Source: an optimization exercise on an open RTL-to-GDS flow (aim: small area). Production flows keep margins and buffers that such runs may drop. At most, simulation tests tie the RTL to the original design; equivalence was not proved. Power figures rest on the tool's default switching activity, not on a simulated workload.

==> module ay_3_8192, before the edit <==
module ay_3_8192 (
  input wire clk,
  input wire clken,
  input wire rst_n,
  input wire a8,
  input wire bdir,
  input wire bc1,
  input wire [7:0] din,
  input wire [7:0] din_z,      
  output reg [7:0] dout,       
  output wire rd_ok,           
  output wire midi,            
  output wire [7:0] channel_a,
  output wire [7:0] channel_b,
  output wire [7:0] channel_c
  );
  reg [3:0] ra;
  reg ra_ok;
  wire latch = a8 & bdir & bc1;
  always @(posedge clk)
    if (~rst_n | latch) begin
      ra    <= din_z[3:0];
      ra_ok <= ~rst_n | (din[7:4] == 4'b0000);
    end
  wire wr = a8 & bdir & ~bc1 & ra_ok;
  assign rd_ok = ~bdir & bc1 & ra_ok;
  wire [15:0] we;
  genvar g;
  generate
    for (g = 0; g < 16; g = g + 1) begin : dec
      assign we[g] = ~rst_n | (wr & (ra == g));
    end
  endgenerate
  reg [11:0] period_a_n, period_b_n, period_c_n;    
  reg [4:0] noise_period_n;
  reg [7:0] enable_chan;
  reg [4:0] vol_a, vol_b, vol_c;    
  reg [15:0] envelope_period_n;
  reg [3:0] envelope_shape;
  reg [7:0] reg_port_a, reg_port_b;
  always @(posedge clk) begin
    if (we[0])  period_a_n[7:0]       <= ~din_z;
    if (we[1])  period_a_n[11:8]      <= ~din_z[3:0];
    if (we[2])  period_b_n[7:0]       <= ~din_z;
    if (we[3])  period_b_n[11:8]      <= ~din_z[3:0];
    if (we[4])  period_c_n[7:0]       <= ~din_z;
    if (we[5])  period_c_n[11:8]      <= ~din_z[3:0];
    if (we[6])  noise_period_n        <= ~din_z[4:0];
    if (we[7])  enable_chan           <= din | {8{~rst_n}};
    if (we[8])  vol_a                 <= din_z[4:0];
    if (we[9])  vol_b                 <= din_z[4:0];
    if (we[10]) vol_c                 <= din_z[4:0];
    if (we[11]) envelope_period_n[7:0]  <= ~din_z;
    if (we[12]) envelope_period_n[15:8] <= ~din_z;
    if (we[13]) envelope_shape        <= din_z[3:0];
    if (we[14]) reg_port_a            <= din_z;
    if (we[15]) reg_port_b            <= din_z;
  end
  assign midi = reg_port_a[2];
  always @* begin
    case (ra)
      4'd0 : dout = ~period_a_n[7:0];
      4'd1 : dout = {4'b0000, ~period_a_n[11:8]};
      4'd2 : dout = ~period_b_n[7:0];
      4'd3 : dout = {4'b0000, ~period_b_n[11:8]};
      4'd4 : dout = ~period_c_n[7:0];
      4'd5 : dout = {4'b0000, ~period_c_n[11:8]};
      4'd6 : dout = {3'b000, ~noise_period_n};
      4'd7 : dout = enable_chan;
      4'd8 : dout = {3'b000, vol_a};
      4'd9 : dout = {3'b000, vol_b};
      4'd10: dout = {3'b000, vol_c};
      4'd11: dout = ~envelope_period_n[7:0];
      4'd12: dout = ~envelope_period_n[15:8];
      4'd13: dout = {4'b0000, envelope_shape};
      4'd14: dout = reg_port_a & {8{enable_chan[6]}};
      default: dout = reg_port_b | {8{~enable_chan[7]}};
    endcase
  end
  reg [3:0] presc;
  always @(posedge clk)
    presc <= {4{rst_n}} & (presc + {3'b000, clken});
  wire tick     = clken & (presc[2:0] == 3'b000);
  wire tick_env = tick & ~presc[3];
  wire wrap_a, wrap_b, wrap_c, wrap_n;
  ay_period_counter #(12) cnt_a (.clk(clk), .rst_n(rst_n), .tick(tick), .period_n(period_a_n), .wrap(wrap_a));
  ay_period_counter #(12) cnt_b (.clk(clk), .rst_n(rst_n), .tick(tick), .period_n(period_b_n), .wrap(wrap_b));
  ay_period_counter #(12) cnt_c (.clk(clk), .rst_n(rst_n), .tick(tick), .period_n(period_c_n), .wrap(wrap_c));
  ay_period_counter #(5)  cnt_n (.clk(clk), .rst_n(rst_n), .tick(tick), .period_n(noise_period_n), .wrap(wrap_n));
  reg tone_a, tone_b, tone_c, tone_noise;
  localparam [16:0] NS_INV = 17'h0AAAA;
  reg [16:0] ns_q;
  wire [16:0] noise_shiftreg = ns_q ^ NS_INV;
  always @(posedge clk) begin
    tone_a     <= rst_n & (tone_a ^ wrap_a);
    tone_b     <= rst_n & (tone_b ^ wrap_b);
    tone_c     <= rst_n & (tone_c ^ wrap_c);
    tone_noise <= rst_n & (tone_noise ^ (wrap_n & noise_shiftreg[0]));
    if (~rst_n | wrap_n)
      ns_q <= NS_INV ^ (rst_n ? {noise_shiftreg[0] ^ noise_shiftreg[3], noise_shiftreg[16:1]} : 17'h00001);
  end
  wire tone_noise_a = (tone_a | enable_chan[0]) & (tone_noise | enable_chan[3]);
  wire tone_noise_b = (tone_b | enable_chan[1]) & (tone_noise | enable_chan[4]);
  wire tone_noise_c = (tone_c | enable_chan[2]) & (tone_noise | enable_chan[5]);
  wire env_rst_n = rst_n & ~(wr & (ra == 4'd13));
  wire wrap_e;
  ay_period_counter #(16) cnt_e (.clk(clk), .rst_n(env_rst_n), .tick(tick_env), .period_n(envelope_period_n), .wrap(wrap_e));
  reg [4:0] env_seq;
  reg env_first;
  always @(posedge clk) begin
    if (~env_rst_n | wrap_e)
      env_seq <= {5{env_rst_n}} & (env_seq + 5'd1);
    env_first <= ~env_rst_n | (env_first & ~(wrap_e & (env_seq[3:0] == 4'b1111) & ~env_seq[4]));
  end
  wire cont   = envelope_shape[3];
  wire attack = envelope_shape[2];
  wire altern = envelope_shape[1];
  wire hold   = envelope_shape[0];
  reg [3:0] envelope;
  always @* begin
    if (env_first)
      envelope = env_seq[3:0] ^ {4{~attack}};
    else if (~cont)
      envelope = 4'b0000;
    else if (hold)
      envelope = {4{attack ^ altern}};
    else
      envelope = env_seq[3:0] ^ {4{~attack ^ (altern & env_seq[4])}};
  end
  reg [3:0] lin_a, lin_b, lin_c;      
  reg [3:0] lvl_a, lvl_b, lvl_c;      
  always @(posedge clk) begin
    if (clken) begin
      lin_a <= (vol_a[4] ? envelope : vol_a[3:0]) & {4{tone_noise_a}};
      lin_b <= (vol_b[4] ? envelope : vol_b[3:0]) & {4{tone_noise_b}};
      lin_c <= (vol_c[4] ? envelope : vol_c[3:0]) & {4{tone_noise_c}};
      lvl_a <= lin_a;
      lvl_b <= lin_b;
      lvl_c <= lin_c;
    end
  end
  localparam [127:0] lin2log = {8'd255, 8'd208, 8'd166, 8'd130,
                                8'd98,  8'd77,  8'd55,  8'd34,
                                8'd29,  8'd18,  8'd13,  8'd9,
                                8'd6,   8'd4,   8'd3,   8'd0};
  assign channel_a = lin2log[lvl_a*8 +: 8];
  assign channel_b = lin2log[lvl_b*8 +: 8];
  assign channel_c = lin2log[lvl_c*8 +: 8];
endmodule
==> flow/config.mk <==
export PLATFORM = sky130hd
export DESIGN_NAME = turbosound
export DESIGN_NICKNAME = turbosound
export VERILOG_FILES = /design/flow/design.v
export SDC_FILE = /design/flow/constraint.sdc
export NUM_CORES = 4
export LEC_CHECK = 0
export ABC_AREA = 1
export CAP_MARGIN = 20
export CORE_MARGIN = 2
export CORE_UTILIZATION = 60
export SLEW_MARGIN = 20
==> flow/constraint.sdc <==
create_clock -name core_clock -period 10.0 [get_ports {clk}]
set_input_delay 2.0000 -clock core_clock [delete_from_list [all_inputs] [get_ports {clk}]]
set_output_delay 2.0000 -clock core_clock [all_outputs]
set_load 0.01 [all_outputs]
standard.sh (not shown) runs the stock make flow with config.mk's settings and CLKGATE_MAP_FILE= SYNTH_SCRIPT=/design/flow/synth_recipe.tcl, a recipe that flattens the netlist after the stock synthesis.
==> flow/flow/run.sh <==
#!/bin/bash
# Standard ORFS layout through the standard.sh, with these changes:
#  - synthesis: same script, but ABC maps with an area-oriented script
#    (flow/abc_area.script) and Yosys does not pre-extract half/full adders,
#    so ABC optimises that logic too; registers are untouched
#  - clock tree: no dummy loads, sink clusters of up to 15, clkbuf_8 buffers
#  - port buffers: buf_1
set -euo pipefail
W=$PWD
rm -rf "$W/scripts_local"
cp -r "$FLOW_HOME/scripts" "$W/scripts_local"
cp "$W/flow/abc_area.script" "$W/scripts_local/abc_area.script"
export CTS_ARGS="-sink_clustering_enable -repair_clock_nets -dont_use_dummy_load -sink_clustering_size 15 -sink_clustering_max_diameter 80 -buf_list sky130_fd_sc_hd__clkbuf_8"
export BUFFER_PORTS_ARGS="-buffer_cell sky130_fd_sc_hd__buf_1"
bash standard.sh SCRIPTS_DIR="$W/scripts_local" ADDER_MAP_FILE= finish > standard.log 2>&1
==> flow/flow/abc_area.script <==
&get -n
&st
&syn2
&dch -f
&nf -a -p -F 8 -A 4
&st
&syn2
&dch -f
&nf -a -p -F 8 -A 4
&put
topo
==> next run, changes <==
--- a/flow/design.v
+++ b/flow/design.v
@@ -115,18 +115,16 @@
   ay_period_counter #(12) cnt_b (.clk(clk), .rst_n(rst_n), .tick(tick), .period_n(period_b_n), .wrap(wrap_b));
   ay_period_counter #(12) cnt_c (.clk(clk), .rst_n(rst_n), .tick(tick), .period_n(period_c_n), .wrap(wrap_c));
   ay_period_counter #(5)  cnt_n (.clk(clk), .rst_n(rst_n), .tick(tick), .period_n(noise_period_n), .wrap(wrap_n));
   reg tone_a, tone_b, tone_c, tone_noise;
-  localparam [16:0] NS_INV = 17'h0AAAA;
-  reg [16:0] ns_q;
-  wire [16:0] noise_shiftreg = ns_q ^ NS_INV;
+  reg [16:0] noise_shiftreg;
   always @(posedge clk) begin
     tone_a     <= rst_n & (tone_a ^ wrap_a);
     tone_b     <= rst_n & (tone_b ^ wrap_b);
     tone_c     <= rst_n & (tone_c ^ wrap_c);
     tone_noise <= rst_n & (tone_noise ^ (wrap_n & noise_shiftreg[0]));
     if (~rst_n | wrap_n)
-      ns_q <= NS_INV ^ (rst_n ? {noise_shiftreg[0] ^ noise_shiftreg[3], noise_shiftreg[16:1]} : 17'h00001);
+      noise_shiftreg <= rst_n ? {noise_shiftreg[0] ^ noise_shiftreg[3], noise_shiftreg[16:1]} : 17'h00001;
   end
   wire tone_noise_a = (tone_a | enable_chan[0]) & (tone_noise | enable_chan[3]);
   wire tone_noise_b = (tone_b | enable_chan[1]) & (tone_noise | enable_chan[4]);
   wire tone_noise_c = (tone_c | enable_chan[2]) & (tone_noise | enable_chan[5]);
Effect:
- clock-buffer cell count does not change
- power hardly moves
- die area stays flat
- global-route usage is about the same
- sequential power stays flat
- synthesized area hardly moves
- maximum frequency fell by 4.0%
- cell area is about the same
- register-to-register slack got worse by 0.06 ns
- wire length rose by about 0.56%
Only the layout flow was run in the second run of this note; the RTL was not checked for function there.

separate check: timing with driven ports:
The flow's constraints put no driver on any port. The routed layouts listed below were extracted and timed again, unchanged, in two steps. Step 1 assumes that a clkbuf_16 drives the clock port and a buf_2 every other input. Step 2, shift: input delay + t, output delay - t, t = (earliest + latest rising clock arrival at the registers) / 2. This alone moves slack from input paths to output paths. Slacks: ideal / step 1 / step 2; pairs: ideal / step 1.
| run | shift t [ns] | slack for setup (ns) | worst slew at a driven data input, ns |
|---|---|---|---|
| the first run | 0.600 | 4.660 / 4.610 / 4.454 | 0.06 |
| the second run | 0.597 | 4.438 / 4.391 / 4.419 | 0.09 |
After both steps every run listed still meets setup and hold. The setup slack of the first run, which loses most, moves by -0.050 ns with the drivers and by -0.206 ns with both steps.
